This design comes from an exercise in tuning for small area on the open sky130 flow, not from production work. In this exercise RTL edits were held to simulation tests only and were not proved equivalent to the original. Power and IR drop assume default switching activity.

`config.mk`:
```
export PLATFORM = sky130hd
export DESIGN_NAME = CPU
export DESIGN_NICKNAME = CPU
export VERILOG_FILES = /design/flow/design.v
export SDC_FILE = /design/flow/constraint.sdc
export NUM_CORES = 4
export LEC_CHECK = 0
export CAP_MARGIN = 20
export CORE_MARGIN = 2
export CORE_UTILIZATION = 50
export SLEW_MARGIN = 20
export SYNTH_HIERARCHICAL = 1
export SYNTH_MINIMUM_KEEP_SIZE = 0
```
`constraint.sdc`:
```
create_clock -name core_clock -period 8.0 [get_ports {clk}]
set_input_delay 1.6000 -clock core_clock [delete_from_list [all_inputs] [get_ports {clk}]]
set_output_delay 1.6000 -clock core_clock [all_outputs]
set_load 0.01 [all_outputs]
```
`design.v`:
```
module Aoi222 (
    input  A1,
    input  A2,
    input  B1,
    input  B2,
    input  C1,
    input  C2,
    output Y
);
    assign Y = ~((A1 & A2) | (B1 & B2) | (C1 & C2));
endmodule
module Mux4Gate (
    input  S0,
    input  S1,
    input  D0,
    input  D1,
    input  D2,
    input  D3,
    output Y
);
    assign Y = S1 ? (S0 ? D3 : D2) : (S0 ? D1 : D0);
endmodule
module CPU #(
    parameter DATABITWIDTH = 16
)(
    input clk,
    input clk_en,
    input sync_rst,
    input  SystemEn,
    output HaltOut,
    output             [15:0] InstAddr,
    input              [15:0] InstData,
    input                    DataFlashEn,
    input              [9:0] FlashAddr,
    input [DATABITWIDTH-1:0] FlashData,
    output                    IOOutACK,
    input                     IOOutREQ,
    output              [3:0] IOMinorOpcode,
    output [DATABITWIDTH-1:0] IOOutAddress,
    output [DATABITWIDTH-1:0] IOOutData,
    output              [3:0] IOOutDestReg,
    input                     IOInACK,
    output                    IOInREQ,
    input               [3:0] IOInDestReg,
    input  [DATABITWIDTH-1:0] IOInData,
    output [DATABITWIDTH-1:0] RegisterWriteData_OUT,
    output                    RegisterWriteEn_OUT,
    output              [3:0] RegisterWriteAddr_OUT
);
    wire        StallEn;
    reg         s1_Valid;
    reg  [15:0] s1_Inst;
    always_ff @(posedge clk) begin
        if (sync_rst) begin
            s1_Valid <= 1'b0;
        end
        else if (SystemEn && clk_en) begin
            s1_Valid <= ~StallEn;
        end
    end
    always_ff @(posedge clk) begin
        if (SystemEn && clk_en) begin
            s1_Inst <= InstData;
        end
    end
    wire [3:0] Opc = s1_Inst[15:12];
    wire       OpALU0   = (Opc == 4'h0);
    wire       OpALU1   = (Opc == 4'h1);
    wire       OpCplx   = (Opc == 4'h2);
    wire       OpMem    = (Opc == 4'h3);
    wire       OpJAL    = (Opc[3:1] == 3'b100);
    wire       OpBranch = (Opc[3:1] == 3'b101);
    wire       OpImmAny = (Opc[3:2] == 2'b11);
    wire       OpUpper  = (Opc == 4'he);
    wire [3:0] RegAAddr = (s1_Inst[15] && s1_Inst[12]) ? {s1_Inst[11:10], 1'b0, s1_Inst[14]} : s1_Inst[11:8];
    wire [3:0] RegBAddr = s1_Inst[3:0];
    wire       RegANonZero = |RegAAddr;
    wire       JAL       = s1_Valid && OpJAL;
    wire       BranchV   = s1_Valid && OpBranch;
    wire       JumpEn    = BranchV && ~RegANonZero;
    wire       BranchFUE = JAL || (BranchV && RegANonZero);
    wire       BranchStall = BranchFUE;
    wire       MemEn     = s1_Valid && OpMem;
    wire       RegAReadEn  = s1_Valid && (~Opc[2] || OpUpper);
    wire       RegBReadEn  = s1_Valid && ((Opc[3:2] == 2'b00) || (Opc == 4'h8) || (Opc == 4'ha));
    wire       RegAWriteEn = s1_Valid && (OpALU0 || OpALU1 || OpJAL || OpImmAny);
    wire       ImmOp     = (Opc == 4'h9) || (Opc == 4'hb) || OpImmAny;
    wire [3:0] MinorOp   = ImmOp ? 4'h7 : s1_Inst[7:4];
    wire       DirtyBitTrigger = s1_Valid && (OpCplx || OpMem) && ~s1_Inst[7] && ~s1_Inst[6];
    wire       HaltEn    = s1_Valid && OpCplx && (s1_Inst[7:4] == 4'hf);
    wire [1:0] WBSrc = {s1_Valid && (OpALU0 || OpALU1 || OpImmAny), s1_Valid && (OpALU1 || OpJAL)};
    wire RegisterStall;
    wire IssueCongestionStall;
    reg  BranchStallDelay;
    reg  HaltCapture;
    always_ff @(posedge clk) begin
        if (sync_rst) begin
            BranchStallDelay <= 1'b0;
        end
        else if (clk_en) begin
            BranchStallDelay <= BranchStall;
        end
    end
    always_ff @(posedge clk) begin
        if (sync_rst) begin
            HaltCapture <= 1'b0;
        end
        else if (~HaltCapture && clk_en) begin
            HaltCapture <= HaltEn;
        end
    end
    assign StallEn = BranchStallDelay || RegisterStall || IssueCongestionStall || HaltEn || HaltCapture;
    wire        FM_NotEmpty;
    wire [3:0]  FM_DestOut;
    wire [15:0] FM_DataOut;
    reg  [1:0]  PriorityIndex;
    wire        FM_Offer = FM_NotEmpty && clk_en;
    wire        SelIO = IOInACK && (~FM_Offer || PriorityIndex[1]);
    wire        SelFM = FM_Offer && ~SelIO;
    wire        MemWE = FM_Offer || IOInACK;
    wire [3:0]  MemWAddr = SelIO ? IOInDestReg : FM_DestOut;
    wire [15:0] MemWData = SelIO ? IOInData : FM_DataOut;
    assign IOInREQ = SelIO;
    always_ff @(posedge clk) begin
        if (sync_rst) begin
            PriorityIndex <= 2'b00;
        end
        else if (MemWE && clk_en) begin
            PriorityIndex <= PriorityIndex + 2'b01;
        end
    end
    wire        s2_WE;
    wire [3:0]  s2_WA;
    wire [15:0] WBResult;
    reg  [15:0] RegsN [15:1];
    wire [15:0] Regs  [15:1];
    reg  [15:1] Dirty;
    wire [15:0] DirtyOut;
    assign DirtyOut[0] = 1'b0;
    genvar r;
    generate
        for (r = 1; r < 16; r = r + 1) begin : RF
            wire LocalWE  = s2_WE && (s2_WA == r);
            wire LocalMWE = (SelIO && (IOInDestReg == r)) || (SelFM && (FM_DestOut == r));
            wire LocalDS  = DirtyBitTrigger && (RegAAddr == r);
            wire SelMem  = LocalMWE && clk_en && ~sync_rst;
            wire SelALU  = LocalWE && clk_en && ~LocalMWE && ~sync_rst;
            wire SelHold = ~SelMem && ~SelALU && ~sync_rst;
            wire [15:0] NextRegN;
            for (genvar wb = 0; wb < 16; wb = wb + 1) begin : WriteMux
                Aoi222 WriteAOI (
                    .A1(SelMem),
                    .A2(MemWData[wb]),
                    .B1(SelALU),
                    .B2(WBResult[wb]),
                    .C1(SelHold),
                    .C2(Regs[r][wb]),
                    .Y (NextRegN[wb])
                );
            end
            always_ff @(posedge clk) begin
                RegsN[r] <= NextRegN;
            end
            assign Regs[r] = ~RegsN[r];
            always_ff @(posedge clk) begin
                if (sync_rst) begin
                    Dirty[r] <= 1'b0;
                end
                else if ((LocalDS || LocalMWE) && clk_en) begin
                    Dirty[r] <= LocalDS && ~LocalMWE;
                end
            end
            assign DirtyOut[r] = Dirty[r] && ~LocalMWE;
        end
    endgenerate
    wire StallA = DirtyOut[RegAAddr] && RegAReadEn;
    wire StallB = DirtyOut[RegBAddr] && RegBReadEn;
    reg  RegisterStallBuffer;
    always_ff @(posedge clk) begin
        if (sync_rst) begin
            RegisterStallBuffer <= 1'b0;
        end
        else if ((MemWE || DirtyBitTrigger) && clk_en) begin
            RegisterStallBuffer <= StallA || StallB;
        end
    end
    assign RegisterStall = StallA || StallB || RegisterStallBuffer;
    wire RegistersSync = ~|DirtyOut;
    reg        WAC_Valid;
    reg  [3:0] WAC_Addr;
    always_ff @(posedge clk) begin
        if (sync_rst) begin
            WAC_Valid <= 1'b0;
        end
        else if (clk_en) begin
            WAC_Valid <= RegAWriteEn;
        end
    end
    always_ff @(posedge clk) begin
        if (clk_en) begin
            WAC_Addr <= RegAAddr;
        end
    end
    wire F0A = WAC_Valid && RegAReadEn && (WAC_Addr == RegAAddr);
    wire F0B = WAC_Valid && RegBReadEn && (WAC_Addr == RegBAddr);
    wire F1A_IO = SelIO && RegAReadEn && (IOInDestReg == RegAAddr);
    wire F1A_FM = SelFM && RegAReadEn && (FM_DestOut == RegAAddr);
    wire F1B_IO = SelIO && RegBReadEn && (IOInDestReg == RegBAddr);
    wire F1B_FM = SelFM && RegBReadEn && (FM_DestOut == RegBAddr);
    wire F1A = F1A_IO || F1A_FM;
    wire F1B = F1B_IO || F1B_FM;
    wire SelA0   = F0A && ~F1A;
    wire SelA1IO = F1A_IO && ~F0A;
    wire SelA1FM = F1A_FM && ~F0A;
    wire SelAR   = ~(F0A ^ F1A);
    wire SelB0   = F0B && ~F1B;
    wire SelB1IO = F1B_IO && ~F0B;
    wire SelB1FM = F1B_FM && ~F0B;
    wire SelBR   = ~(F0B ^ F1B);
    logic [14:0] RegSelA;
    logic [14:0] RegSelB;
    always_comb begin
        for (int i = 0; i < 15; i = i + 1) begin
            RegSelA[i] = (RegAAddr == i + 1);
            RegSelB[i] = (RegBAddr == i + 1);
        end
    end
    wire [15:0] RegAGroupN [4:0];
    wire [15:0] RegBGroupN [4:0];
    wire [15:0] FwdAN;
    wire [15:0] FwdBN;
    genvar rg, rb;
    generate
        for (rb = 0; rb < 16; rb = rb + 1) begin : RegReadBits
            for (rg = 0; rg < 5; rg = rg + 1) begin : RegReadGroups
                Aoi222 ReadAOIA (
                    .A1(RegSelA[3*rg]),
                    .A2(Regs[3*rg+1][rb]),
                    .B1(RegSelA[3*rg+1]),
                    .B2(Regs[3*rg+2][rb]),
                    .C1(RegSelA[3*rg+2]),
                    .C2(Regs[3*rg+3][rb]),
                    .Y (RegAGroupN[rg][rb])
                );
                Aoi222 ReadAOIB (
                    .A1(RegSelB[3*rg]),
                    .A2(Regs[3*rg+1][rb]),
                    .B1(RegSelB[3*rg+1]),
                    .B2(Regs[3*rg+2][rb]),
                    .C1(RegSelB[3*rg+2]),
                    .C2(Regs[3*rg+3][rb]),
                    .Y (RegBGroupN[rg][rb])
                );
            end
            Aoi222 FwdAOIA (
                .A1(SelA0),
                .A2(WBResult[rb]),
                .B1(SelA1IO),
                .B2(IOInData[rb]),
                .C1(SelA1FM),
                .C2(FM_DataOut[rb]),
                .Y (FwdAN[rb])
            );
            Aoi222 FwdAOIB (
                .A1(SelB0),
                .A2(WBResult[rb]),
                .B1(SelB1IO),
                .B2(IOInData[rb]),
                .C1(SelB1FM),
                .C2(FM_DataOut[rb]),
                .Y (FwdBN[rb])
            );
        end
    endgenerate
    wire [15:0] ReadA = ~(RegAGroupN[0] & RegAGroupN[1] & RegAGroupN[2] & RegAGroupN[3] & RegAGroupN[4]);
    wire [15:0] ReadB = ~(RegBGroupN[0] & RegBGroupN[1] & RegBGroupN[2] & RegBGroupN[3] & RegBGroupN[4]);
    wire [15:0] DataA = ~FwdAN | (ReadA & {16{SelAR}});
    wire [15:0] FwdB  = ~FwdBN | (ReadB & {16{SelBR}});
    logic [15:0] DataB;
    always_comb begin
        if (~ImmOp) begin
            DataB = FwdB;
        end
        else if (~Opc[2]) begin
            DataB = {{6{s1_Inst[9]}}, s1_Inst[9:0]};
        end
        else begin
            case (Opc[1:0])
                2'b00  : DataB = {8'h00, s1_Inst[7:0]};
                2'b01  : DataB = {6'h00, s1_Inst[9:0]};
                2'b10  : DataB = {s1_Inst[7:0], DataA[7:0]};
                default: DataB = {6'h3f, s1_Inst[9:0]};
            endcase
        end
    end
    wire [15:0] TargetAbs;
    wire        TargetCarry;
    assign TargetAbs[2:0] = DataB[2:0];
    assign {TargetCarry, TargetAbs[15:3]} = {1'b0, DataB[15:3]} + {10'h0, s1_Inst[7:4]};
    reg         s2_WE_r;
    reg  [1:0]  s2_WB;
    reg         s2_BranchEn;
    reg  [3:0]  s2_WA_r;
    reg  [15:0] s2_A;
    reg  [15:0] s2_B;
    reg  [3:0]  s2_Op;
    reg  [3:0]  s2_Offset;
    reg         s2_Rel;
    wire        Stage1Load = SystemEn && clk_en;
    always_ff @(posedge clk) begin
        if (sync_rst) begin
            s2_WE_r     <= 1'b0;
            s2_WB       <= 2'b00;
            s2_BranchEn <= 1'b0;
        end
        else if (Stage1Load) begin
            s2_WE_r     <= RegAWriteEn;
            s2_WB       <= WBSrc;
            s2_BranchEn <= BranchFUE;
        end
    end
    always_ff @(posedge clk) begin
        if (Stage1Load) begin
            s2_WA_r  <= OpJAL ? 4'hf : RegAAddr;
            s2_A      <= DataA;
            s2_B      <= DataB;
            s2_Op     <= MinorOp;
            s2_Offset <= s1_Inst[7:4];
            s2_Rel    <= s1_Inst[12];
        end
    end
    assign s2_WE = s2_WE_r;
    assign s2_WA = s2_WA_r;
    wire [15:0] ALUResult;
    if (1) begin : ALU
        wire [15:0] A = s2_A;
        wire [15:0] B = s2_B;
        wire        Unit = s2_WB[0];
        wire [3:0]  Opcode = s2_Op;
        wire [4:0]  Op = {Unit, Opcode};
        wire        Signed  = ~Opcode[1];
        wire        XZero = ~Unit && (Opcode[1:0] == 2'b01);
        wire        XOnes = ~Unit && (Opcode[1:0] == 2'b11);
        wire [15:0] AddX = XOnes ? 16'hffff : XZero ? 16'h0000 : {A[15] ^ (Unit && Signed), A[14:0]};
        wire [15:0] AddY = B ^ {16{Unit}} ^ {Unit && Signed, 15'h0};
        wire        AddCin = Unit || XZero;
        wire [15:0] Sum;
        wire        Carry;
        assign {Carry, Sum} = {1'b0, AddX} + {1'b0, AddY} + {16'h0, AddCin};
        wire [4:0]  Index5 = B[4:0];
        wire        IndexInvalid = (Index5 == 5'd0) || (Index5[4] && |Index5[3:0]);
        wire [3:0]  BitIndex = B[3:0] - 4'd1;
        logic [15:0] OneHot;
        always_comb begin
            OneHot = 16'h0;
            OneHot[BitIndex] = ~IndexInvalid;
        end
        wire [15:0] Z = Unit ? OneHot : B;
        logic [3:0] Table;
        always_comb begin
            case (Op)
                5'h04  : Table = 4'b1000;  
                5'h05  : Table = 4'b0110;  
                5'h06  : Table = 4'b1110;  
                5'h07  : Table = 4'b1010;  
                5'h0C  : Table = 4'b0111;  
                5'h0D  : Table = 4'b1001;  
                5'h0E  : Table = 4'b0001;  
                5'h0F  : Table = 4'b0101;  
                5'h10  : Table = 4'b1110;  
                5'h11  : Table = 4'b0100;  
                5'h12  : Table = 4'b0110;  
                default: Table = 4'b0000;
            endcase
        end
        wire [15:0] LogicOut;
        for (genvar k = 0; k < 16; k = k + 1) begin : LogicBits
            Mux4Gate LogicLUT (
                .S0(Z[k]),
                .S1(A[k]),
                .D0(Table[0]),
                .D1(Table[1]),
                .D2(Table[2]),
                .D3(Table[3]),
                .Y (LogicOut[k])
            );
        end
        wire [3:0]  ShiftAmt = B[3:0];
        wire        IsLeft = (Opcode[1:0] == 2'b11);
        wire        IsBitSel = (Opcode[2:0] == 3'b011);
        wire [3:0]  RotAmt = IsBitSel ? BitIndex : IsLeft ? (4'd0 - ShiftAmt) : ShiftAmt;
        wire [31:0] RotFull = {A, A} >> RotAmt;
        wire [15:0] Rot = RotFull[15:0];
        logic [15:0] Thermo;
        always_comb begin
            for (int k = 0; k < 16; k = k + 1) begin
                Thermo[k] = (ShiftAmt <= k);
            end
        end
        logic [15:0] ShiftMask;  
        logic [15:0] ShiftOut;
        always_comb begin
            for (int k = 0; k < 16; k = k + 1) begin
                ShiftMask[k] = (Opcode[1:0] == 2'b01) ? 1'b1 : (Opcode[1:0] == 2'b11) ? Thermo[k] : Thermo[15-k];
            end
            for (int k = 0; k < 16; k = k + 1) begin
                ShiftOut[k] = ShiftMask[k] ? Rot[k] : (Opcode[1:0] == 2'b10) && A[15];
            end
        end
        logic [15:0] ReversedB;
        always_comb begin
            for (int k = 0; k < 16; k = k + 1) begin
                ReversedB[k] = B[15-k];
            end
        end
        wire [15:0] ScanInput = Opcode[0] ? B : ReversedB;
        logic [3:0] LowIndex;
        always_comb begin
            LowIndex = 4'd0;
            for (int k = 15; k >= 0; k = k - 1) begin
                if (ScanInput[k]) LowIndex = k[3:0];
            end
        end
        wire        BZero = (B == 16'h0);
        wire [4:0]  ScanResult = BZero ? 5'd0 : Opcode[0] ? ({1'b0, LowIndex} + 5'd1) : (5'd16 - {1'b0, LowIndex});
        wire SelSum   = ~Unit && (Opcode[3:2] == 2'b00);
        wire SelShift = Unit && (Opcode[3:2] == 2'b01);
        wire SelBitSel = Unit && (Opcode == 4'h3);
        wire SelFlag  = (Opcode[3:2] == 2'b10) && (Unit || ~Opcode[0]);
        wire SelScan  = Unit && (Opcode[3:1] == 3'b110);
        wire SelRev   = Unit && (Opcode == 4'he);
        wire Flag = Carry ^ (Unit && Opcode[0]);
        assign ALUResult = ({16{SelSum}} & Sum) | LogicOut | ({16{SelShift}} & ShiftOut) | ({16{SelBitSel}} & {16{Rot[0]}}) |
                           {15'h0, SelFlag && Flag} | ({16{SelScan}} & {11'h0, ScanResult}) | ({16{SelRev}} & ReversedB);
    end
    wire        s2_AZero = (s2_A == 16'h0);
    wire [15:0] BranchAbs;
    wire        BranchCarry;
    assign BranchAbs[2:0] = s2_B[2:0];
    assign {BranchCarry, BranchAbs[15:3]} = {1'b0, s2_B[15:3]} + {10'h0, s2_Offset};
    reg  [15:0] PCReg;
    wire [15:0] PCAddend = JumpEn ? DataB : s2_BranchEn ? s2_B : 16'h1;
    wire [15:0] PCSum;
    wire        PCSumCarry;
    assign {PCSumCarry, PCSum} = {1'b0, PCReg} + {1'b0, PCAddend};
    wire [15:0] NextPC = JumpEn ? (s1_Inst[12] ? PCSum : TargetAbs) :
                         (s2_BranchEn && ~s2_Rel) ? BranchAbs : PCSum;
    always_ff @(posedge clk) begin
        if (sync_rst) begin
            PCReg <= 16'h0;
        end
        else if (SystemEn && ~StallEn && clk_en && (JumpEn || ~s2_BranchEn || s2_AZero)) begin
            PCReg <= NextPC;
        end
    end
    assign InstAddr = PCReg;
    wire [15:0] PCMinusOne;
    wire        PCMinusOneCarry;
    assign {PCMinusOneCarry, PCMinusOne} = {1'b0, PCReg} + 17'h0ffff;
    assign WBResult = (s2_WB == 2'b01) ? PCMinusOne : s2_WB[1] ? ALUResult : 16'h0;
    assign RegisterWriteData_OUT = WBResult;
    assign RegisterWriteEn_OUT = s2_WE;
    assign RegisterWriteAddr_OUT = s2_WA;
    assign HaltOut = RegistersSync && StallEn && HaltCapture;
    wire        LS_Full;
    wire        LS_NotEmpty;
    wire        LS_Push = ~LS_Full && clk_en && MemEn;
    wire        LS_Pop;
    wire [39:0] LS_Out;
    wire [39:0] LS_In = {MinorOp, DataB, DataA, RegAAddr};
    assign IssueCongestionStall = MemEn && ~(~LS_Full && clk_en);
    if (1) begin : LSFIFO
        reg [2:0] Head;
        always_ff @(posedge clk) begin
            if (sync_rst) begin
                Head <= 3'b000;
            end
            else if (LS_Push) begin
                Head <= Head + 3'b001;
            end
        end
        reg [2:0] Tail;
        always_ff @(posedge clk) begin
            if (sync_rst) begin
                Tail <= 3'b000;
            end
            else if (LS_Pop) begin
                Tail <= Tail + 3'b001;
            end
        end
        wire LowerEqual = Head[1:0] == Tail[1:0];
        wire UpperDiffer = Head[2] ^ Tail[2];
        assign LS_Full = LowerEqual && UpperDiffer;
        assign LS_NotEmpty = ~(LowerEqual && ~UpperDiffer);
        reg [40-1:0] FIFOMem [3:0];
        always_ff @(posedge clk) begin
            if (LS_Push) begin
                FIFOMem[Head[1:0]] <= LS_In;
            end
        end
        wire [3:0] ReadSel;
        for (genvar e = 0; e < 4; e = e + 1) begin : ReadSelects
            assign ReadSel[e] = (Tail[1:0] == e);
        end
        wire [39:0] ReadLowN;
        for (genvar fb = 0; fb < 40; fb = fb + 1) begin : ReadBits
            Aoi222 ReadAOI (
                .A1(ReadSel[0]),
                .A2(FIFOMem[0][fb]),
                .B1(ReadSel[1]),
                .B2(FIFOMem[1][fb]),
                .C1(ReadSel[2]),
                .C2(FIFOMem[2][fb]),
                .Y (ReadLowN[fb])
            );
        end
        assign LS_Out = ~ReadLowN | (FIFOMem[3] & {40{ReadSel[3]}});
    end
    wire [3:0]  LS_Minor = LS_Out[39:36];
    wire [15:0] LS_Addr  = LS_Out[35:20];
    wire [15:0] LS_Value = LS_Out[19:4];
    wire [3:0]  LS_Dest  = LS_Out[3:0];
    wire LS_Offer = LS_NotEmpty && clk_en;
    wire CacheSel = |LS_Addr[15:10];
    wire IOSel    = ~|LS_Addr[15:9] && LS_Addr[8] && LS_Addr[7];
    wire FMSel    = ~CacheSel && ~IOSel;
    assign IOOutACK      = IOSel && LS_Offer;
    assign IOMinorOpcode = LS_Minor;
    assign IOOutAddress  = LS_Addr;
    assign IOOutData     = LS_Value;
    assign IOOutDestReg  = LS_Dest;
    wire FM_Full;
    wire IsStore   = ~LS_Minor[3] && LS_Minor[2];
    wire FM_ACK    = FMSel && LS_Offer;
    wire FM_InREQ  = ~FM_Full && clk_en;
    wire MemWrite  = (IsStore && FM_ACK) || (DataFlashEn && clk_en);
    wire FM_Push   = FM_InREQ && FM_ACK && ~MemWrite;
    assign LS_Pop  = LS_Offer && ((IOSel && IOOutREQ) || (FMSel && (IsStore || FM_InREQ)));
    logic [15:0] StoreValue;
    always_comb begin
        case (LS_Minor[1:0])
            2'b01  : StoreValue = LS_Value;
            2'b10  : StoreValue = 16'hffff;
            2'b11  : StoreValue = 16'hffff;
            default: StoreValue = LS_Addr[0] ? {LS_Value[7:0], 8'h00} : {8'h00, LS_Value[7:0]};
        endcase
    end
    reg  [15:0] DataMemory [31:0];
    wire [4:0]  MemAddr = DataFlashEn ? FlashAddr[5:1] : LS_Addr[5:1];
    wire [15:0] MemWriteData = DataFlashEn ? FlashData : StoreValue;
    always_ff @(posedge clk) begin
        if (MemWrite) begin
            DataMemory[MemAddr] <= MemWriteData;
        end
    end
    logic [32:0] ReadSel;
    always_comb begin
        for (int i = 0; i < 32; i = i + 1) begin
            ReadSel[i] = (LS_Addr[5:1] == i);
        end
        ReadSel[32] = 1'b0;
    end
    wire [15:0] DataMemoryPad = 16'h0;
    wire [15:0] ReadGroupN [10:0];
    genvar g, b;
    generate
        for (g = 0; g < 11; g = g + 1) begin : ReadGroups
            for (b = 0; b < 16; b = b + 1) begin : ReadBits
                Aoi222 ReadAOI (
                    .A1(ReadSel[3*g]),
                    .A2(DataMemory[3*g][b]),
                    .B1(ReadSel[3*g+1]),
                    .B2(DataMemory[3*g+1][b]),
                    .C1(ReadSel[3*g+2]),
                    .C2((3*g+2 < 32) ? DataMemory[(3*g+2) % 32][b] : 1'b0),
                    .Y (ReadGroupN[g][b])
                );
            end
        end
    endgenerate
    logic [15:0] DataRead;
    always_comb begin
        DataRead = 16'h0;
        for (int i = 0; i < 11; i = i + 1) begin
            DataRead = DataRead | ~ReadGroupN[i];
        end
    end
    logic [15:0] LoadValue;
    always_comb begin
        case (LS_Minor[1:0])
            2'b01  : LoadValue = DataRead;
            2'b10  : LoadValue = 16'hffff;
            2'b11  : LoadValue = 16'hffff;
            default: LoadValue = LS_Addr[0] ? {8'h00, DataRead[15:8]} : {8'h00, DataRead[7:0]};
        endcase
    end
    wire [19:0] FM_Out;
    wire [19:0] FM_In = {LS_Dest, LoadValue};
    if (1) begin : FMFIFO
        reg [2:0] Head;
        always_ff @(posedge clk) begin
            if (sync_rst) begin
                Head <= 3'b000;
            end
            else if (FM_Push) begin
                Head <= Head + 3'b001;
            end
        end
        reg [2:0] Tail;
        always_ff @(posedge clk) begin
            if (sync_rst) begin
                Tail <= 3'b000;
            end
            else if (SelFM) begin
                Tail <= Tail + 3'b001;
            end
        end
        wire LowerEqual = Head[1:0] == Tail[1:0];
        wire UpperDiffer = Head[2] ^ Tail[2];
        assign FM_Full = LowerEqual && UpperDiffer;
        assign FM_NotEmpty = ~(LowerEqual && ~UpperDiffer);
        reg [20-1:0] FIFOMem [3:0];
        always_ff @(posedge clk) begin
            if (FM_Push) begin
                FIFOMem[Head[1:0]] <= FM_In;
            end
        end
        wire [3:0] ReadSel;
        for (genvar e = 0; e < 4; e = e + 1) begin : ReadSelects
            assign ReadSel[e] = (Tail[1:0] == e);
        end
        wire [19:0] ReadLowN;
        for (genvar fb = 0; fb < 20; fb = fb + 1) begin : ReadBits
            Aoi222 ReadAOI (
                .A1(ReadSel[0]),
                .A2(FIFOMem[0][fb]),
                .B1(ReadSel[1]),
                .B2(FIFOMem[1][fb]),
                .C1(ReadSel[2]),
                .C2(FIFOMem[2][fb]),
                .Y (ReadLowN[fb])
            );
        end
        assign FM_Out = ~ReadLowN | (FIFOMem[3] & {20{ReadSel[3]}});
    end
    assign FM_DestOut = FM_Out[19:16];
    assign FM_DataOut = FM_Out[15:0];
endmodule
```
`flow/run.sh`:
```
#!/bin/bash
set -euo pipefail
export BUFFER_PORTS_ARGS="-buffer_cell sky130_fd_sc_hd__buf_1"
export CTS_ARGS="-sink_clustering_enable -repair_clock_nets -dont_use_dummy_load -sink_clustering_size 20 -sink_clustering_max_diameter 60 -buf_list sky130_fd_sc_hd__clkbuf_16"
bash standard.sh > standard_make.log 2>&1
```
`standard.sh`:
```
#!/bin/bash
# synth_recipe.tcl (not shown) runs the flow's synth.tcl, then flattens the netlist and writes it again
# the make line also repeats each setting of config.mk as NAME=value (left out here)
make -C /OpenROAD-flow-scripts/flow DESIGN_CONFIG=/design/flow/config.mk WORK_HOME=/design/flow/orfs CLKGATE_MAP_FILE= SYNTH_SCRIPT=/design/flow/synth_recipe.tcl "${@:-finish}"
```
==> impl_metrics.json, run 1 <==
{
  "run_status": "complete, no violations",
  "final-max-slew-violation-count": 0,
  "critical_path_required_ps": 8480,
  "fillers": 8399,
  "ant_nets": 0,
  "p_per_area_nw_per_um2": 194,
  "rsz0062_at_grt": "false",
  "grt_overflow": 0,
  "wire_per_inst_um": 31.4,
  "yosys_most_used_dff": "edfxtp_1",
  "clock-sinks": 1111,
  "fp-row-count": 116,
  "place_inst": 5754,
  "ys_seq_area_share_pct": 60.0,
  "max_stage_delay_ps": 630,
  "worst_slack_ps": 491,
  "cp.arrival_ps": 7980,
  "hpwl_um": 127000,
  "synthAdderAreaFrac_pct": 1.85,
  "worst_setup_path_start_kind": "flip-flop",
  "grt_max_degree": 52,
  "vias": 41053,
  "cts_tree": "built",
  "min_period_ps": 7510,
  "io_buffers": 143,
  "async_flop_share_pct": 0,
  "core_area_um2": 100000,
  "hold_viol_final": 0,
  "dieArea_um2": 104000,
  "setup_viol": 0,
  "nNetsFinal": 4631,
  "tightest_slew_ps": 1190,
  "die_h_um": 322,
  "final_area_um2": 57100,
  "synth_compound_area_share_pct": 20.3,
  "stdcell_count": 5846,
  "initial_utilization_pct": 50.5,
  "setup.worst_path.class": "flip-flop to flip-flop",
  "path_max_fanout": 6,
  "drc_errors": 0,
  "path_clk_slew_ps": 70,
  "grt_use_total_pct": 34.4,
  "placed_area_um2": 54800,
  "timing.final.crit_share_pct": 93.9,
  "crit_family": "compound AO/OA/AOI/OAI gates",
  "timing.hold.ws_ps": 504,
  "synth_mux_area_share_pct": 2.71,
  "yosysUniqueCellTypes": 95,
  "final.setup.tns_ps": 0,
  "endpoint_kind": "flip-flop",
  "finClkSkew_ps": 126,
  "gp_congestion": 1.03,
  "syn_area_um2": 50700,
  "min_path_type": "flip-flop to flip-flop",
  "h-tree-depth": 3,
  "yosysWarningCount": 9,
  "drv_cap": 0,
  "synthXorXnorAreaFrac_pct": 2.23,
  "cts_root_buf": "clkbuf_16",
  "vias_per_cell": 7.02,
  "grt_pass1_vias": 37276,
  "ctsHoldBuffers": 0,
  "pin_count": 149,
  "grt_pass1_wl_um": 262000,
  "avgSynthCellArea_um2": 12.4,
  "slew_headroom_pct": 20.4,
  "wirelength_um": 183000,
  "synth-simple-area-share_pct": 9.28,
  "worst-path-buf-inv": 1,
  "syn_inst": 4100,
  "synth_edf_count": 817,
  "ir_worst_vdd_uv": 170,
  "first_pass_iters": 17,
  "drtIter0Drc": 9254,
  "clk_latency_ps": 710,
  "max_freq_mhz": 133,
  "synth_seq_cells": 1111,
  "holdPathStages": 2,
  "antenna_found_initial": 7,
  "cp_slowest_cell": "or4b_2",
  "die_w_um": 322,
  "worstSetupPathDepth": 30,
  "drive_above_1_share_pct": 11.4,
  "syn_to_final_growth_pct": 12.7,
  "crit_top_cell": "o21ai_0",
  "cts_buffers": 90,
  "synth_top_family_by_area": "compound AO/OA/AOI/OAI gates",
  "ff2ff_path_depth": 30,
  "dp_slack_ps": 526,
  "cts_buffer_depth": 3,
  "power_leakage_nw": 20.9
}
==> final timing paths <==
check                                           from                      to  slack (ps)
worst min register to register  RegsN[14][4]$_DFF_P_    RegsN[14][4]$_DFF_P_         500
worst max register to register    s2_Op[0]$_DFFE_PP_  PCReg[15]$_SDFFE_PP0P_         490
worst max-delay path              s2_Op[0]$_DFFE_PP_  PCReg[15]$_SDFFE_PP0P_         490
worst min-delay path            RegsN[14][4]$_DFF_P_    RegsN[14][4]$_DFF_P_         500
==> metrics by stage <==
stage	util (%)	power [mW]
6_report	57.0	11.1
5_1_grt	57.0	11.4
4_1_cts	56.9	11.1
3_5_place_dp	54.7	7.28
3_3_place_gp	54.7	7.28
2_1_floorplan	-	6.90
==> modules after synthesis, one instance, submodules excluded <==
| module | copies in the design | cells | area (µm²) | flops+latches |
|---|---|---|---|---|
| Mux4Gate | 16 | 1 | 22.5 | 0 |
| CPU | 1 | 3416 | 43600 | 1111 |
| Aoi222 | 668 | 1 | 10.0 | 0 |
==> cells in the mapped netlist (36+ instances only) <==
master / instances / share of area [%]
clkbuf_1: 83 / 0.61
nor2_1: 232 / 1.7
edfxtp_1: 817 / 48
inv_1: 322 / 2.4
xnor2_1: 73 / 1.3
nand4_1: 62 / 0.77
a21oi_1: 144 / 1.4
a222oi_1: 668 / 13
dfxtp_1: 294 / 12
nand3_1: 117 / 1.2
xor2_1: 47 / 0.81
and2_1: 36 / 0.44
o21ai_0: 110 / 1.1
nand2_1: 353 / 2.6
mux2i_1: 48 / 0.95
nand2b_1: 36 / 0.44
a31oi_1: 59 / 0.73
nor3_1: 68 / 0.67
a211oi_1: 58 / 0.86
ha_1: 67 / 1.7
==> logic make-up (layout without fill, tap and decap cells) <==
kind of cell	Yosys count	count (layout)
compound gates	1227	1227
xor+xnor	125	125
fa+ha+maj	72	72
buf+inv	459	816
flops	1111	1111
mux	92	92
other cells	1	33
simple gates	1013	1013
==> state kept, by name (all words and copies together), names as in the netlist, 16 cells and up <==
| register | count |
|---|---|
| LSFIFO.FIFOMem | 160 |
| DataMemory | 512 |
| FMFIFO.FIFOMem | 80 |
| PCReg | 16 |
| s2_A | 16 |
| RegsN | 240 |
| s2_B | 16 |
| s1_Inst | 16 |
==> timing repair <==
action	4_1_cts	5_1_grt
setup buffers	0	1
setup endpoints to repair	0	4
resized for setup	0	3
==> placed cells by master, fill, tap and decap left out, types with 8 or more instances in the layout <==
cell       synthesis  routed
a2111oi_0         13      13
a211oi_1          58      43
a211oi_2           0      13
a21o_1            19      19
a21oi_1          144     121
a21oi_2            0      16
a221oi_1          12      12
a222oi_1         668     668
a31oi_1           59      52
and2_1            36      32
and3_1            17      17
buf_1             22     140
buf_4              8     254
clkbuf_16          0      90
conb_1             1      32
dfxtp_1          294     293
edfxtp_1         817     817
ha_1              67      64
inv_1            322     321
mux2i_1           48      48
mux4_2            35      35
nand2_1          353     353
nand2b_1          36      35
nand3_1          117     117
nand4_1           62      62
nor2_1           232     229
nor2b_1           23      23
nor3_1            68      50
nor3_2             0      13
nor4_1            26      22
o211ai_1          13      13
o21ai_0          110     104
o22ai_1           29      29
o311ai_1           8       8
o41ai_1           10      10
or2_2              9       9
or3_1              8       8
xnor2_1           73      72
xor2_1            47      47
==> worst min-delay path: cells and delay by family, from the launching register on <==
family | cells | cell delay, ps
AOI/OAI and AO/OA | 1 | 80
buffers and inverters | 1 | 70
DFF | 1 | 290
==> metal layers <==
| layer | wire (µm) | global-route usage (%) |
|---|---|---|
| met5 | 44 | 0 |
| met1 | 72700 | 49.1 |
| met4 | 8350 | 13.6 |
| met2 | 80500 | 51.5 |
| met3 | 21800 | 7.33 |
==> power breakdown <==
part	internal, mW	leakage [nW]	switching, mW
sequential	6.22	9.70	0.0592
clock	1.97	1.11	1.91
combinational	0.282	10.1	0.635
total	8.47	20.9	2.61
==> layout make-up <==
cell class                      instances  area [µm²]  area share, %
Timing Repair Buffer                  397        2450           4.29
Inverter                              329        1230           2.16
Tap cell                             1357        1700           2.97
Clock buffer                           90        2250           3.94
Multi-Input combinational cell       2561       19100           33.4
Antenna cell                            1        2.50        0.00438
Sequential cell                      1111       30400           53.2
==> inputs of run 2 (changes only) <==
==> flow/run.sh (replaced) <==
#!/bin/bash
set -euo pipefail
export BUFFER_PORTS_ARGS="-buffer_cell sky130_fd_sc_hd__buf_1"
export CTS_ARGS="-sink_clustering_enable -repair_clock_nets -dont_use_dummy_load -sink_clustering_size 28 -sink_clustering_max_diameter 90 -buf_list sky130_fd_sc_hd__clkbuf_16"
bash standard.sh > standard_make.log 2>&1
==> run 2 against run 1 <==
  * Synthesized cell count stayed put
  * Cell count fell by 0.70%
  * Clock skew is 6.1 ps higher
  * Non-clock buffer count did not move
  * Clock power decreased by 28%
  * Sequential share of layout area up 0.98 points
  * Design area is 1.8% lower
  * Sequential power about the same
  * Worst hold slack gained 4.8 ps
  * Critical endpoint is now PCReg[14]$_SDFFE_PP0P_
  * Largest cell class unchanged
==> impl_metrics.json, run 2 <==
{
  "run_status": "complete, no violations",
  "final-max-slew-violation-count": 0,
  "clock-sinks": 1111,
  "drive_above_1_share_pct": 10.5,
  "core_area_um2": 100000,
  "worst_slack_ps": 551,
  "hpwl_um": 127000,
  "met2_usage_pct": 51.0,
  "ff2ff_path_depth": 31,
  "syn_inst": 4100,
  "die_w_um": 322,
  "synth_seq_cells": 1111,
  "io_buffers": 143,
  "postLayoutCoreUtil_pct": 55.9,
  "endpoint_kind": "flip-flop",
  "cp.arrival_ps": 8010,
  "first_pass_iters": 23,
  "min_path_type": "flip-flop to flip-flop",
  "synth_edf_count": 817,
  "p_per_area_nw_per_um2": 178,
  "grt-busiest-layer": "met2",
  "timing.final.crit_share_pct": 93.1,
  "ys_seq_area_share_pct": 60.0,
  "h-tree-depth": 2,
  "synth_common_cells": "edfxtp_1 (817), a222oi_1 (668), nand2_1 (353)",
  "synth_top_area_share_pct": 48.4,
  "swShare_pct": 24.1,
  "intPower_mw": 7.59,
  "cts_buffer_depth": 3,
  "pwr-share-seq_pct": 62.7,
  "hold_viol_final": 0,
  "syn_area_um2": 50700,
  "timing.rr.start": "s2_Op[0]$_DFFE_PP_",
  "async_flop_share_pct": 0,
  "nNetsFinal": 4590,
  "drv_cap": 0,
  "cts_tree": "built",
  "crit_top_cell": "o21ai_0",
  "avgSynthCellArea_um2": 12.4,
  "regMostFlops": "DataMemory",
  "wire_per_inst_um": 31.4,
  "setup.worst_path.class": "flip-flop to flip-flop",
  "fp-row-count": 116,
  "ir_worst_vdd_uv": 173,
  "min_period_ps": 7450,
  "grt_pass1_vias": 36861,
  "worst_setup_path_start_kind": "flip-flop",
  "cp_slowest_cell": "edfxtp_1",
  "met3_usage_pct": 6.82,
  "clockPowerShare_pct": 28.2,
  "yosysMostFrequentCell": "edfxtp_1",
  "rsz0062_at_grt": "false",
  "holdPathStages": 2,
  "fin_total_pwr_mw": 10.0,
  "synth_top_area_cell": "edfxtp_1",
  "yosysWarningCount": 9,
  "grt_max_degree": 52,
  "yosys_most_used_dff": "edfxtp_1",
  "dp_slack_ps": 526,
  "initial_utilization_pct": 50.5,
  "ys_top_cells_by_area": "edfxtp_1 (48%), a222oi_1 (13%), dfxtp_1 (12%)",
  "pin_count": 149,
  "dieArea_um2": 104000,
  "tightest_slew_ps": 1210,
  "path_clk_slew_ps": 100,
  "grt_pass1_wl_um": 260000,
  "p_sw_mw": 2.41,
  "setup_viol": 0,
  "die_h_um": 322,
  "grt_overflow": 0,
  "cts_root_buf": "clkbuf_16",
  "drc_errors": 0,
  "largest_reg_flops": 512,
  "crit_path_start": "s2_Op[0]$_DFFE_PP_",
  "cts_buffers": 49,
  "ant_nets": 0,
  "ctsHoldBuffers": 0,
  "vias_per_cell": 7.01,
  "critical_path_required_ps": 8560,
  "finClkSkew_ps": 132,
  "final.setup.tns_ps": 0,
  "wirelength_um": 182000,
  "r2r_setup_slack_ps": 550,
  "min_from": "RegsN[5][11]$_DFF_P_",
  "drtIter0Drc": 9453,
  "path_max_fanout": 6,
  "max_freq_mhz": 134,
  "antenna_found_initial": 6,
  "layout_commonest_cell": "edfxtp_1",
  "power_frac_comb_pct": 9.1,
  "max_stage_delay_ps": 510,
  "yosysUniqueCellTypes": 95,
  "gp_congestion": 1.03,
  "vias": 40713,
  "grt_use_total_pct": 34.1,
  "final_cell_mix": "edfxtp_1 (817), a222oi_1 (668), nand2_1 (353), inv_1 (321), dfxtp_1 (293)",
  "clk_latency_ps": 710,
  "syn_to_final_growth_pct": 10.7,
  "use_met1_pct": 48.8,
  "slew_headroom_pct": 18.3,
  "power_leakage_nw": 20.4
}
## run 2: Yosys stat by module, one instance, submodules excluded
module | copies in the design | cell area (µm²) | flops+latches
Aoi222 | 668 | 10.0 | 0
CPU | 1 | 43600 | 1111
Mux4Gate | 16 | 22.5 | 0
## run 2: per-layer routing
layer | vias to the layer above | routed length (µm)
li1 | 17630 | -
met5 | - | 39
met1 | 20132 | 73000
met4 | 6 | 8480
met2 | 2606 | 79700
met3 | 339 | 20900
## run 2: logic make-up (layout without fill, tap and decap cells)
group                      after synthesis  in the layout  share of synthesized area, %
AOI/OAI and AO/OA                     1227           1227                          20.3
xor gates and xnor gates               125            125                          2.23
adders and majority gates               72             72                          1.85
buffers and inverters                  459            775                          3.57
DFF                                   1111           1111                          60.0
muxes                                   92             92                          2.71
other                                    1             33                       0.00740
and+or+nand+nor                       1013           1013                          9.28
## run 2: stage by stage
step / instances / cell area, µm² / hold slack (ps)
final: 5805 / 56100 / 509
after global routing: 5804 / 56100 / 526
after CTS: 5803 / 56100 / 509
after global placement: 5754 / 54800 / 483
after floorplan: 4131 / 50800 / 424
after detailed placement: 5754 / 54800 / 495
## run 2: critical path, delay by kind of cell, from the launching register on
| kind | cells | cell delay (ps) |
|---|---|---|
| compound gates | 18 | 3710 |
| simple gates | 6 | 920 |
| xor+xnor | 1 | 140 |
| flops | 1 | 510 |
| fa+ha+maj | 5 | 1910 |
| buf+inv | 1 | 200 |
## run 2: final cells by class
class | instances | area [µm²]
repair buffers | 397 | 2450
multi-input cells | 2561 | 19100
diodes | 1 | 2.50
clock buffers | 49 | 1230
inverters | 329 | 1230
well taps | 1357 | 1700
flip-flops and latches | 1111 | 30400
fillers | 8490 | 44200
## run 2: repair_timing
| item | 4_1_cts | 5_1_grt |
|---|---|---|
| buffers inserted | 0 | 1 |
| setup endpoints to repair | 0 | 2 |
| gates resized for setup | 0 | 2 |
## run 2: worst paths after layout
kind | end
setup reg to reg | PCReg[14]$_SDFFE_PP0P_
hold reg to reg | RegsN[5][11]$_DFF_P_
setup / recovery | PCReg[14]$_SDFFE_PP0P_
hold / removal | RegsN[5][11]$_DFF_P_
## run 2: power by group through the flow
stage,Sequential (mW),Clock [mW],Combinational (mW)
after floorplan,6.37,0,0.524
after global placement,6.40,0,0.874
after detailed placement,6.40,0,0.881
after CTS,6.27,2.86,0.884
after global routing,6.28,3.03,0.962
final,6.27,2.82,0.915
==> inputs of run 3 (changes only) <==
--- a/design.v
+++ b/design.v
@@ -439,7 +439,8 @@
     assign BranchAbs[2:0] = s2_B[2:0];
     assign {BranchCarry, BranchAbs[15:3]} = {1'b0, s2_B[15:3]} + {10'h0, s2_Offset};
     reg  [15:0] PCReg;
-    wire [15:0] PCAddend = JumpEn ? DataB : s2_BranchEn ? s2_B : 16'h1;
+    wire [15:0] JumpImmediate = {{6{s1_Inst[9]}}, s1_Inst[9:0]};
+    wire [15:0] PCAddend = JumpEn ? JumpImmediate : s2_BranchEn ? s2_B : 16'h1;
     wire [15:0] PCSum;
     wire        PCSumCarry;
     assign {PCSumCarry, PCSum} = {1'b0, PCReg} + {1'b0, PCAddend};
==> run 3 against run 2 <==
  * Design area barely moved
  * Largest cell class unchanged
  * Routed wire length fell by 1.8%
  * Highest routed layer unchanged
  * Global-route usage fell by 0.79 points
  * Clock skew rose by 5.9 ps
  * Maximum frequency fell by 1.8%
  * Critical path type is now flip-flop to output pin
  * Cell count barely moved
  * First-iteration DRC count fell by 4.9%
  * Via count fell by 1.2%
  * Worst setup slack got worse by 130 ps
  * Sequential power barely moved
  * Flip-flop and latch count did not move
  * Clock-buffer cell count rose by 1
==> impl_metrics.json, run 3 <==
{
  "tightest_slew_ps": 1250,
  "layout_commonest_cell": "edfxtp_1",
  "core_area_um2": 100000,
  "placed_area_um2": 54700,
  "setup.worst_path.class": "flip-flop to output pin",
  "clockPowerShare_pct": 28.4,
  "synth_common_cells": "edfxtp_1 (817), a222oi_1 (668), nand2_1 (357)",
  "final_area_um2": 56100,
  "path_max_fanout": 17,
  "yosys_most_used_dff": "edfxtp_1",
  "synth_mux_area_share_pct": 2.58,
  "crit_family": "compound AO/OA/AOI/OAI gates",
  "gp_congestion": 1.04,
  "slew_headroom_pct": 16.5,
  "die_w_um": 323,
  "swShare_pct": 24.1,
  "synth_top_family_by_area": "compound AO/OA/AOI/OAI gates",
  "syn_to_final_growth_pct": 10.4,
  "synth-simple-area-share_pct": 9.48,
  "dieArea_um2": 104000,
  "worst-path-buf-inv": 4,
  "p_sw_mw": 2.42,
  "nNetsFinal": 4594,
  "power_leakage_nw": 20.5,
  "synth_compound_area_share_pct": 20.3,
  "initial_utilization_pct": 50.5,
  "cp_slowest_cell": "a2111oi_0",
  "yosysMostFrequentCell": "edfxtp_1",
  "crit_path_cell_trace": "inv_1 > ha_1 > nand2b_1 > buf_4 > a21oi_1 > fa_1 > fa_1 > nor2b_1 > o21ai_0 > a21boi_0 > o31ai_1 > a21oi_1 > xnor2_1 > o21ai_0 > a2111oi_0 > o22ai_2 > buf_4 > buf_1",
  "hpwl_um": 123000,
  "p_per_area_nw_per_um2": 179,
  "clk_latency_ps": 720,
  "cts_buffer_depth": 3,
  "holdPathStages": 2,
  "path_clk_slew_ps": 100,
  "fp-row-count": 116,
  "wire_per_inst_um": 30.8,
  "synthXorXnorAreaFrac_pct": 2.26,
  "min_path_type": "flip-flop to flip-flop",
  "finClkSkew_ps": 138,
  "ys_top_cells_by_area": "edfxtp_1 (48%), a222oi_1 (13%), dfxtp_1 (12%)",
  "vias_per_cell": 6.92,
  "h-tree-depth": 2,
  "antenna_found_initial": 15,
  "ir_worst_vdd_uv": 178,
  "cts-resized-gates": 0,
  "synthAdderAreaFrac_pct": 2.00,
  "regMostFlops": "DataMemory",
  "async_flop_share_pct": 0,
  "worstSetupPathDepth": 18,
  "grt_pass1_wl_um": 254000,
  "drc_errors": 0,
  "cts_buffers": 50,
  "io_buffers": 143,
  "worst_setup_path_start_kind": "flip-flop",
  "drv_cap": 0,
  "ant_nets": 0,
  "grt_pass1_vias": 36129,
  "final_cell_mix": "edfxtp_1 (817), a222oi_1 (668), nand2_1 (357), inv_1 (319), dfxtp_1 (293)",
  "drive_above_1_share_pct": 10.1,
  "ff2ff_path_depth": 28,
  "intPower_mw": 7.61,
  "post_cts_buffers": 0,
  "cts_tree": "built",
  "grt_overflow": 0,
  "rsz0062_at_grt": "false",
  "hold_viol_final": 0,
  "synth_edf_count": 817,
  "synth_top_area_cell": "edfxtp_1",
  "run_status": "complete, no violations",
  "final-max-slew-violation-count": 0,
  "avgSynthCellArea_um2": 12.3,
  "critical_path_required_ps": 6400,
  "die_h_um": 323,
  "wirelength_um": 179000,
  "cp.arrival_ps": 5980,
  "timing.final.crit_share_pct": 94.8,
  "first_pass_iters": 17,
  "vias": 40227,
  "ys_seq_area_share_pct": 59.9,
  "endpoint_kind": "output pin",
  "grt_max_degree": 44,
  "syn_inst": 4129,
  "setup_viol": 0,
  "drtIter0Drc": 8993,
  "pwr-share-seq_pct": 62.5,
  "largest_reg_flops": 512,
  "synth_seq_cells": 1111,
  "min_period_ps": 7580,
  "max_stage_delay_ps": 850,
  "clock-sinks": 1111,
  "yosysWarningCount": 9,
  "final.setup.tns_ps": 0,
  "postLayoutCoreUtil_pct": 55.8,
  "max_freq_mhz": 132,
  "syn_area_um2": 50800,
  "yosysUniqueCellTypes": 94,
  "pin_count": 149,
  "power_frac_comb_pct": 9.0,
  "grt_use_total_pct": 33.3,
  "synth_top_area_share_pct": 48.3,
  "cts_root_buf": "clkbuf_16",
  "ctsHoldBuffers": 0
}
==> run 3: cell count changes after synthesis, moves of 7 or more <==
cell,delta
a221oi_1,-7
a31oi_1,-11
clkbuf_1,+17
nand4_1,-7
nor2_1,+36
nor2b_1,+14
nor3_1,-9
==> run 3: final timing paths <==
path,from,to,slack [ps]
min reg2reg,RegsN[2][5]$_DFF_P_,RegsN[2][5]$_DFF_P_,510
max,s2_Op[1]$_DFFE_PP_,RegisterWriteData_OUT[10],420
min,RegsN[2][5]$_DFF_P_,RegsN[2][5]$_DFF_P_,510
max reg2reg,s2_Op[1]$_DFFE_PP_,PCReg[12]$_SDFFE_PP0P_,480
==> run 3: final cells by class <==
class	instances	area [µm²]
Clock buffer	50	1250
Tap cell	1357	1700
Antenna cell	7	17.5
Inverter	324	1220
Fill cell	8620	44400
Sequential cell	1111	30400
Multi-Input combinational cell	2590	19200
Timing Repair Buffer	370	2260
==> run 3: Yosys stat by module (local to each module, per instance) <==
module / times used / cells inside / area (µm²)
Mux4Gate: 16 / 1 / 22.5
CPU: 1 / 3445 / 43700
Aoi222: 668 / 1 / 10.0
==> run 3: kinds of logic (layout without fill, tap and decap cells) <==
family / after synthesis / count (layout)
muxes: 90 / 90
DFF: 1111 / 1111
xor gates and xnor gates: 129 / 129
and+or+nand+nor: 1046 / 1046
adders and majority gates: 78 / 78
buffers and inverters: 459 / 744
other: 1 / 39
AOI/OAI and AO/OA: 1215 / 1215
==> run 3: routing by layer <==
metal  share of wire (%)  global-route usage, %
met5               0.045                      0
met1                  40                   47.9
met4                 4.3                   13.3
met3                  11                   6.79
met2                  44                   49.6
==> run 3: metrics by stage <==
step / instances / hold WS [ps] / setup WS, ps / total power [mW]
2_1_floorplan: 4160 / 462 / 1400 / 6.90
5_1_grt: 5804 / 525 / 142 / 10.3
3_5_place_dp: 5750 / 493 / 802 / 7.28
6_report: 5809 / 510 / 417 / 10.0
4_1_cts: 5800 / 505 / 461 / 10.0
3_3_place_gp: 5748 / 480 / 869 / 7.27
==> run 3: power by group through the flow <==
| stage | clock (mW) | combinational (mW) | sequential, mW |
|---|---|---|---|
| global route | 3.06 | 0.959 | 6.28 |
| floorplan | 0 | 0.531 | 6.37 |
| detailed placement | 0 | 0.878 | 6.40 |
| CTS | 2.89 | 0.881 | 6.27 |
| global placement | 0 | 0.869 | 6.40 |
| finish | 2.85 | 0.907 | 6.27 |
==> run 3: worst min-delay path, stage by stage, from the launching register on <==
cell and delay (ps):
dfxtp_1 300, inv_1 80, a222oi_1 80
==> inputs of run 4 (changes only) <==
==> config.mk (replaced) <==
export PLATFORM = sky130hd
export DESIGN_NAME = CPU
export DESIGN_NICKNAME = CPU
export VERILOG_FILES = /design/flow/design.v
export SDC_FILE = /design/flow/constraint.sdc
export NUM_CORES = 4
export LEC_CHECK = 0
export CAP_MARGIN = 10
export CORE_MARGIN = 2
export CORE_UTILIZATION = 55
export SLEW_MARGIN = 10
export SYNTH_HIERARCHICAL = 1
export SYNTH_MINIMUM_KEEP_SIZE = 0
==> run 4 against run 3 <==
  * Still clean
  * Worst hold slack worse by 2.2 ps
  * First-iteration DRC count down 5.6%
  * Clock power up 2%
  * Largest cell class unchanged
  * Highest routed layer unchanged
  * Synthesized cell count unchanged
==> impl_metrics.json, run 4 <==
{
  "run_status": "complete, no violations",
  "met3_length_um": 21600,
  "timing.hold.ws_ps": 508,
  "final.setup.tns_ps": 0,
  "tightest_slew_ps": 1350,
  "syn_area_um2": 50800,
  "wirelength_um": 178000,
  "die_h_um": 308,
  "path_max_fanout": 14,
  "cp-endpoint": "RegisterWriteData_OUT[14]",
  "setup.worst_path.class": "flip-flop to output pin",
  "finClkSkew_ps": 114,
  "die_w_um": 308,
  "worst_setup_path_start_kind": "flip-flop",
  "post_cts_buffers": 0,
  "multi_input_area_um2": 19200,
  "ctsHoldBuffers": 0,
  "syn_to_final_growth_pct": 9.90,
  "h-tree-depth": 2,
  "max_freq_mhz": 133,
  "grt_use_total_pct": 36.8,
  "ys_top_cells_by_area": "edfxtp_1 (48%), a222oi_1 (13%), dfxtp_1 (12%)",
  "fp-row-count": 111,
  "crit_path_start": "s2_Op[1]$_DFFE_PP_",
  "grt_pass1_wl_um": 255000,
  "gp_congestion": 1.03,
  "layout_commonest_cell": "edfxtp_1",
  "endpoint_kind": "output pin",
  "io_buffers": 143,
  "r2r_setup_slack_ps": 590,
  "drt-met1-wl_um": 69000,
  "initial_utilization_pct": 55.5,
  "async_flop_share_pct": 0,
  "grt_overflow": 0,
  "vias": 40446,
  "cts_tree": "built",
  "syn_inst": 4129,
  "drtIter0Drc": 8488,
  "drv_cap": 0,
  "cts_buffers": 51,
  "synth_common_cells": "edfxtp_1 (817), a222oi_1 (668), nand2_1 (357)",
  "slew_headroom_pct": 9.67,
  "p_per_area_nw_per_um2": 181,
  "core_area_um2": 91500,
  "yosysWarningCount": 9,
  "pin_count": 149,
  "min_period_ps": 7550,
  "ir_worst_vdd_uv": 213,
  "yosysMostFrequentCell": "edfxtp_1",
  "met2WireLength_um": 78500,
  "wire_per_inst_um": 31.7,
  "power_leakage_nw": 20.4,
  "path_clk_slew_ps": 90,
  "hold_viol_final": 0,
  "ant_nets": 0,
  "timing.rr.start": "s2_Op[1]$_DFFE_PP_",
  "hpwl_um": 123000,
  "min_path_type": "flip-flop to flip-flop",
  "timing.final.crit_share_pct": 94.3,
  "setup_viol": 0,
  "drive_above_1_share_pct": 9.74,
  "antenna_found_initial": 12,
  "grt_pass1_vias": 36883,
  "top_layer_used": "met5",
  "ff2ff_path_depth": 29,
  "vias_per_cell": 7.19,
  "cts-resized-gates": 0,
  "largest_reg_flops": 512,
  "postLayoutCoreUtil_pct": 61.0,
  "rsz0062_at_grt": "false",
  "synth_edf_count": 817,
  "cts_root_buf": "clkbuf_16",
  "seq_area_um2": 30400,
  "synth_top_area_share_pct": 48.3,
  "clock-sinks": 1111,
  "regMostFlops": "DataMemory",
  "grt_max_degree": 64,
  "cp.arrival_ps": 5950,
  "synth_top_area_cell": "edfxtp_1",
  "first_pass_iters": 14,
  "dieArea_um2": 94700,
  "synth_seq_cells": 1111,
  "rr_endpoint": "PCReg[10]$_SDFFE_PP0P_",
  "cts_buffer_depth": 3,
  "drc_errors": 0,
  "ys_seq_area_share_pct": 59.9,
  "avgSynthCellArea_um2": 12.3,
  "fillers": 7380,
  "final_cell_mix": "edfxtp_1 (817), a222oi_1 (668), nand2_1 (357), inv_1 (319), dfxtp_1 (293)",
  "clk_latency_ps": 710,
  "critical_path_required_ps": 6400,
  "yosysUniqueCellTypes": 94,
  "final-max-slew-violation-count": 0,
  "yosys_most_used_dff": "edfxtp_1",
  "nNetsFinal": 4583
}
[run 4: cell counts after synthesis]
No cell type changed its count.
[run 4: metal layers]
metal / GRT usage (%) / vias to the layer above
li1: - / 17548
met1: 51.6 / 19846
met2: 55.6 / 2661
met3: 7.71 / 379
met4: 16.3 / 12
met5: 0.155 / -
[run 4: where the power goes]
| group | switching [mW] | internal, mW | total (mW) |
|---|---|---|---|
| logic | 0.635 | 0.276 | 0.911 |
| registers | 0.0520 | 6.22 | 6.27 |
| clock network | 1.76 | 1.14 | 2.90 |
| total | 2.45 | 7.63 | 10.1 |
[run 4: how the worst min path moves through the flow]
stage                                   from                       endpoint  slack (ps)  cells after the start
2_1_floorplan  BranchStallDelay$_SDFFE_PP0P_  BranchStallDelay$_SDFFE_PP0P_         460                      2
3_3_place_gp             RegsN[2][1]$_DFF_P_            RegsN[2][1]$_DFF_P_         490                      2
3_5_place_dp   BranchStallDelay$_SDFFE_PP0P_  BranchStallDelay$_SDFFE_PP0P_         490                      2
4_1_cts                  RegsN[2][4]$_DFF_P_            RegsN[2][4]$_DFF_P_         510                      2
5_1_grt                 RegsN[15][7]$_DFF_P_           RegsN[15][7]$_DFF_P_         530                      2
6_report                 RegsN[2][4]$_DFF_P_            RegsN[2][4]$_DFF_P_         510                      2
[run 4: cell type report]
class,count,area share [%]
Sequential cell,1111,54.5
Multi-Input combinational cell,2590,34.5
Timing Repair Buffer,358,3.86
Tap cell,1186,2.66
Clock buffer,51,2.29
Inverter,324,2.18
Antenna cell,3,0.0135
[run 4: modules after synthesis (local to each module, per instance)]
module / cells / flip-flops and latches / copies in the design
CPU: 3445 / 1111 / 1
Mux4Gate: 1 / 0 / 16
Aoi222: 1 / 0 / 668
[run 4: cell families (layout without fill, tap and decap cells)]
kind of cell | Yosys count | in the layout | share of synthesized area [%]
fa+ha+maj | 78 | 78 | 2.00
flops | 1111 | 1111 | 59.9
xor+xnor | 129 | 129 | 2.26
compound gates | 1215 | 1215 | 20.3
buf+inv | 459 | 733 | 3.51
mux | 90 | 90 | 2.58
other cells | 1 | 35 | 0.00739
simple gates | 1046 | 1046 | 9.48
[run 4: critical path: stages (launching register included)]
cell,delay [ps]
edfxtp_1,470
ha_1,500
inv_1,290
nor2_1,160
a21oi_1,80
fa_1,510
fa_1,430
nor2b_1,130
o21ai_0,140
a21boi_0,330
o31ai_1,150
a21oi_1,310
nand4_1,150
a41oi_1,360
xor2_1,180
nand2_1,80
a41oi_2,620
buf_4,260
buf_1,150
[run 4: metrics by stage]
step	power (mW)	cell area [µm²]	instances	worst slack, ps
after floorplan	6.90	50900	4160	1400
after global placement	7.27	54500	5568	827
after detailed placement	7.27	54500	5568	760
after CTS	10.1	55800	5619	529
after global routing	10.3	55800	5620	77.7
final	10.1	55800	5623	454
==> inputs of run 5 (changes only) <==
==> flow/run.sh (replaced) <==
#!/bin/bash
set -euo pipefail
export BUFFER_PORTS_ARGS="-buffer_cell sky130_fd_sc_hd__buf_1"
export CTS_ARGS="-sink_clustering_enable -repair_clock_nets -dont_use_dummy_load -sink_clustering_size 24 -sink_clustering_max_diameter 80 -buf_list sky130_fd_sc_hd__clkbuf_16"
bash standard.sh > standard_make.log 2>&1
==> config.mk (replaced) <==
export PLATFORM = sky130hd
export DESIGN_NAME = CPU
export DESIGN_NICKNAME = CPU
export VERILOG_FILES = /design/flow/design.v
export SDC_FILE = /design/flow/constraint.sdc
export NUM_CORES = 4
export LEC_CHECK = 0
export CAP_MARGIN = 20
export CORE_MARGIN = 2
export CORE_UTILIZATION = 50
export SLEW_MARGIN = 20
export SYNTH_HIERARCHICAL = 1
export SYNTH_MINIMUM_KEEP_SIZE = 0
==> run 5 against run 4 <==
  * Maximum frequency decreased by 0.49%
  * Worst hold slack got worse by 1.2 ps
  * Combinational power about the same
  * Die area increased by 9.9%
  * Largest cell class unchanged
  * Largest power group unchanged
==> impl_metrics.json, run 5 <==
{
  "cts_buffers": 56,
  "synth_common_cells": "edfxtp_1 (817), a222oi_1 (668), nand2_1 (357)",
  "avgSynthCellArea_um2": 12.3,
  "first_pass_iters": 13,
  "final.setup.tns_ps": 0,
  "path_max_fanout": 17,
  "ctsHoldBuffers": 0,
  "rr_endpoint": "PCReg[12]$_SDFFE_PP0P_",
  "rsz0062_at_grt": "false",
  "timing.rr.start": "s2_Op[1]$_DFFE_PP_",
  "post_cts_buffers": 0,
  "async_flop_share_pct": 0,
  "timing.final.crit_share_pct": 94.8,
  "syn_inst": 4129,
  "place_inst": 5750,
  "max_freq_mhz": 132,
  "ys_seq_area_share_pct": 59.9,
  "hold_viol_final": 0,
  "clk_latency_ps": 720,
  "hpwl_um": 123000,
  "stdcell_count": 5813,
  "die_w_um": 323,
  "setup_viol": 0,
  "ff2ff_path_depth": 28,
  "dieArea_um2": 104000,
  "grt_use_total_pct": 33.4,
  "clock-sinks": 1111,
  "ir_worst_vdd_uv": 184,
  "crit_path_cell_trace": "inv_1 > ha_1 > nand2b_1 > buf_4 > a21oi_1 > fa_1 > fa_1 > nor2b_1 > o21ai_0 > a21boi_0 > o31ai_1 > a21oi_1 > xnor2_1 > o21ai_0 > a2111oi_0 > o22ai_2 > buf_4 > buf_1",
  "min_from": "RegsN[4][5]$_DFF_P_",
  "holdPathEnd": "RegsN[4][5]$_DFF_P_",
  "critical_path_required_ps": 6400,
  "wire_per_inst_um": 30.9,
  "cts-resized-gates": 0,
  "nNetsFinal": 4600,
  "worst-path-buf-inv": 4,
  "min_path_type": "flip-flop to flip-flop",
  "min_period_ps": 7580,
  "pin_count": 149,
  "io_buffers": 143,
  "grt_overflow": 0,
  "layout_commonest_cell": "edfxtp_1",
  "power_leakage_nw": 20.5,
  "yosysMostFrequentCell": "edfxtp_1",
  "vias_per_cell": 6.92,
  "tightest_slew_ps": 1280,
  "h-tree-depth": 2,
  "drv_cap": 0,
  "cp_slowest_cell": "a2111oi_0",
  "grt_max_degree": 44,
  "ys_top_cells_by_area": "edfxtp_1 (48%), a222oi_1 (13%), dfxtp_1 (12%)",
  "synth_top_area_share_pct": 48.3,
  "vias": 40243,
  "cts_tree": "built",
  "max_stage_delay_ps": 840,
  "yosysWarningCount": 9,
  "slew_headroom_pct": 14.3,
  "syn_to_final_growth_pct": 10.7,
  "synth_top_area_cell": "edfxtp_1",
  "antenna_found_initial": 14,
  "grt_pass1_wl_um": 255000,
  "setup.worst_path.class": "flip-flop to output pin",
  "holdPathStages": 2,
  "core_area_um2": 100000,
  "drc_errors": 0,
  "synth_seq_cells": 1111,
  "ant_nets": 0,
  "initial_utilization_pct": 50.5,
  "die_h_um": 323,
  "drtIter0Drc": 8801,
  "cts_root_buf": "clkbuf_16",
  "worst_setup_path_start_kind": "flip-flop",
  "wirelength_um": 180000,
  "finClkSkew_ps": 121,
  "path_clk_slew_ps": 100,
  "r2r_setup_slack_ps": 570,
  "yosysUniqueCellTypes": 94,
  "final-max-slew-violation-count": 0,
  "fin_total_pwr_mw": 10.2,
  "gp_congestion": 1.04,
  "yosys_most_used_dff": "edfxtp_1",
  "cts_buffer_depth": 3,
  "run_status": "complete, no violations",
  "synth_edf_count": 817,
  "fp-row-count": 116,
  "cp.arrival_ps": 5980,
  "syn_area_um2": 50800,
  "crit_family": "compound AO/OA/AOI/OAI gates",
  "p_per_area_nw_per_um2": 181,
  "largest_reg_flops": 512,
  "endpoint_kind": "output pin",
  "drive_above_1_share_pct": 10.2,
  "grt_pass1_vias": 36206,
  "regMostFlops": "DataMemory",
  "final_cell_mix": "edfxtp_1 (817), a222oi_1 (668), nand2_1 (357), inv_1 (319), dfxtp_1 (293)"
}
## run 5: cells by family (layout without fill, tap and decap cells)
kind of cell / count (synthesis) / in the layout / share of synthesized area [%]
AO/OA/AOI/OAI: 1215 / 1215 / 20.3
XOR/XNOR: 129 / 129 / 2.26
adder cells (fa/ha/maj): 78 / 78 / 2.00
buffers and inverters: 459 / 750 / 3.51
flip-flops: 1111 / 1111 / 59.9
multiplexers: 90 / 90 / 2.58
other: 1 / 37 / 0.00739
AND/OR/NAND/NOR: 1046 / 1046 / 9.48
## run 5: through the flow
step                utilization, %  setup slack, ps  cell area (µm²)  hold WS [ps]
finish                        56.0              416            56200           507
global route                  55.9              122            56200           523
global placement              54.5              869            54700           480
CTS                           55.9              444            56100           508
floorplan                        -             1400            50900           462
detailed placement            54.5              802            54700           493
## run 5: where the power goes
| part | internal, mW | switching (mW) |
|---|---|---|
| combinational | 0.279 | 0.630 |
| clock | 1.24 | 1.77 |
| sequential | 6.22 | 0.0579 |
| total | 7.74 | 2.46 |
## run 5: final cells by class
type | count | area, µm²
Antenna cell | 5 | 12.5
Clock buffer | 56 | 1400
Fill cell | 8606 | 44200
Inverter | 324 | 1220
Multi-Input combinational cell | 2590 | 19200
Sequential cell | 1111 | 30400
Tap cell | 1357 | 1700
Timing Repair Buffer | 370 | 2260
## run 5: per-layer routing
metal / part of all wire (%) / GRT usage [%]
met5: 0.047 / 0
met3: 11 / 6.96
met2: 44 / 49.8
met4: 4.2 / 13.2
met1: 40 / 48.0
## run 5: worst min-delay path, delay by kind of cell, from the launching register on
| kind | cells | cell delay, ps |
|---|---|---|
| buffers and inverters | 1 | 70 |
| flip-flops | 1 | 300 |
| AO/OA/AOI/OAI | 1 | 80 |
## run 5: Yosys stat by module, one instance, submodules excluded
| module | cells inside | area [µm²] | times used | flip-flops and latches |
|---|---|---|---|---|
| Mux4Gate | 1 | 22.5 | 16 | 0 |
| CPU | 3445 | 43700 | 1 | 1111 |
| Aoi222 | 1 | 10.0 | 668 | 0 |
## run 5: worst max-delay path by stage
stage / start / endpoint / slack [ps] / cells past startpoint
2_1_floorplan: s2_Op[1]$_DFFE_PP_ / PCReg[12]$_SDFFE_PP0P_ / 1400 / 32
3_3_place_gp: s2_Op[1]$_DFFE_PP_ / PCReg[12]$_SDFFE_PP0P_ / 870 / 28
3_5_place_dp: s2_Op[1]$_DFFE_PP_ / PCReg[12]$_SDFFE_PP0P_ / 800 / 28
4_1_cts: s2_Op[1]$_DFFE_PP_ / RegisterWriteData_OUT[10] / 440 / 18
5_1_grt: s2_Op[1]$_DFFE_PP_ / RegisterWriteData_OUT[10] / 120 / 18
6_report: s2_Op[1]$_DFFE_PP_ / RegisterWriteData_OUT[10] / 420 / 18

-- port drivers added, routing unchanged --
The flow's constraints put no driver on any port. The routed layouts listed below were extracted and timed again, unchanged, in two steps. Step 1 assumes that a clkbuf_16 drives the clock port and a buf_2 every other input. Step 2 moves the port delays by t, midway between the first and last clock arrival at a register: inputs arrive t later, outputs are due t later. That takes back most of the time a late clock gives input paths. a / b / c = no drivers / after step 1 / after step 2; a / b = the first two.
run | shift t [ns] | setup WS [ns] | slew at the worst register clock pin (ns) | pins driven straight from the clock port
run 1 | 0.724 | 0.491 / 0.491 / 0.491 | 0.08 / 0.08 | 1
run 2 | 0.717 | 0.551 / 0.551 / 0.551 | 0.11 / 0.11 | 1
run 3 | 0.717 | 0.417 / 0.348 / 0.483 | 0.12 / 0.12 | 1
run 4 | 0.729 | 0.454 / 0.379 / 0.543 | 0.11 / 0.11 | 1
run 5 | 0.726 | 0.416 / 0.347 / 0.574 | 0.11 / 0.11 | 1
After both steps setup and hold are still met in every run listed.
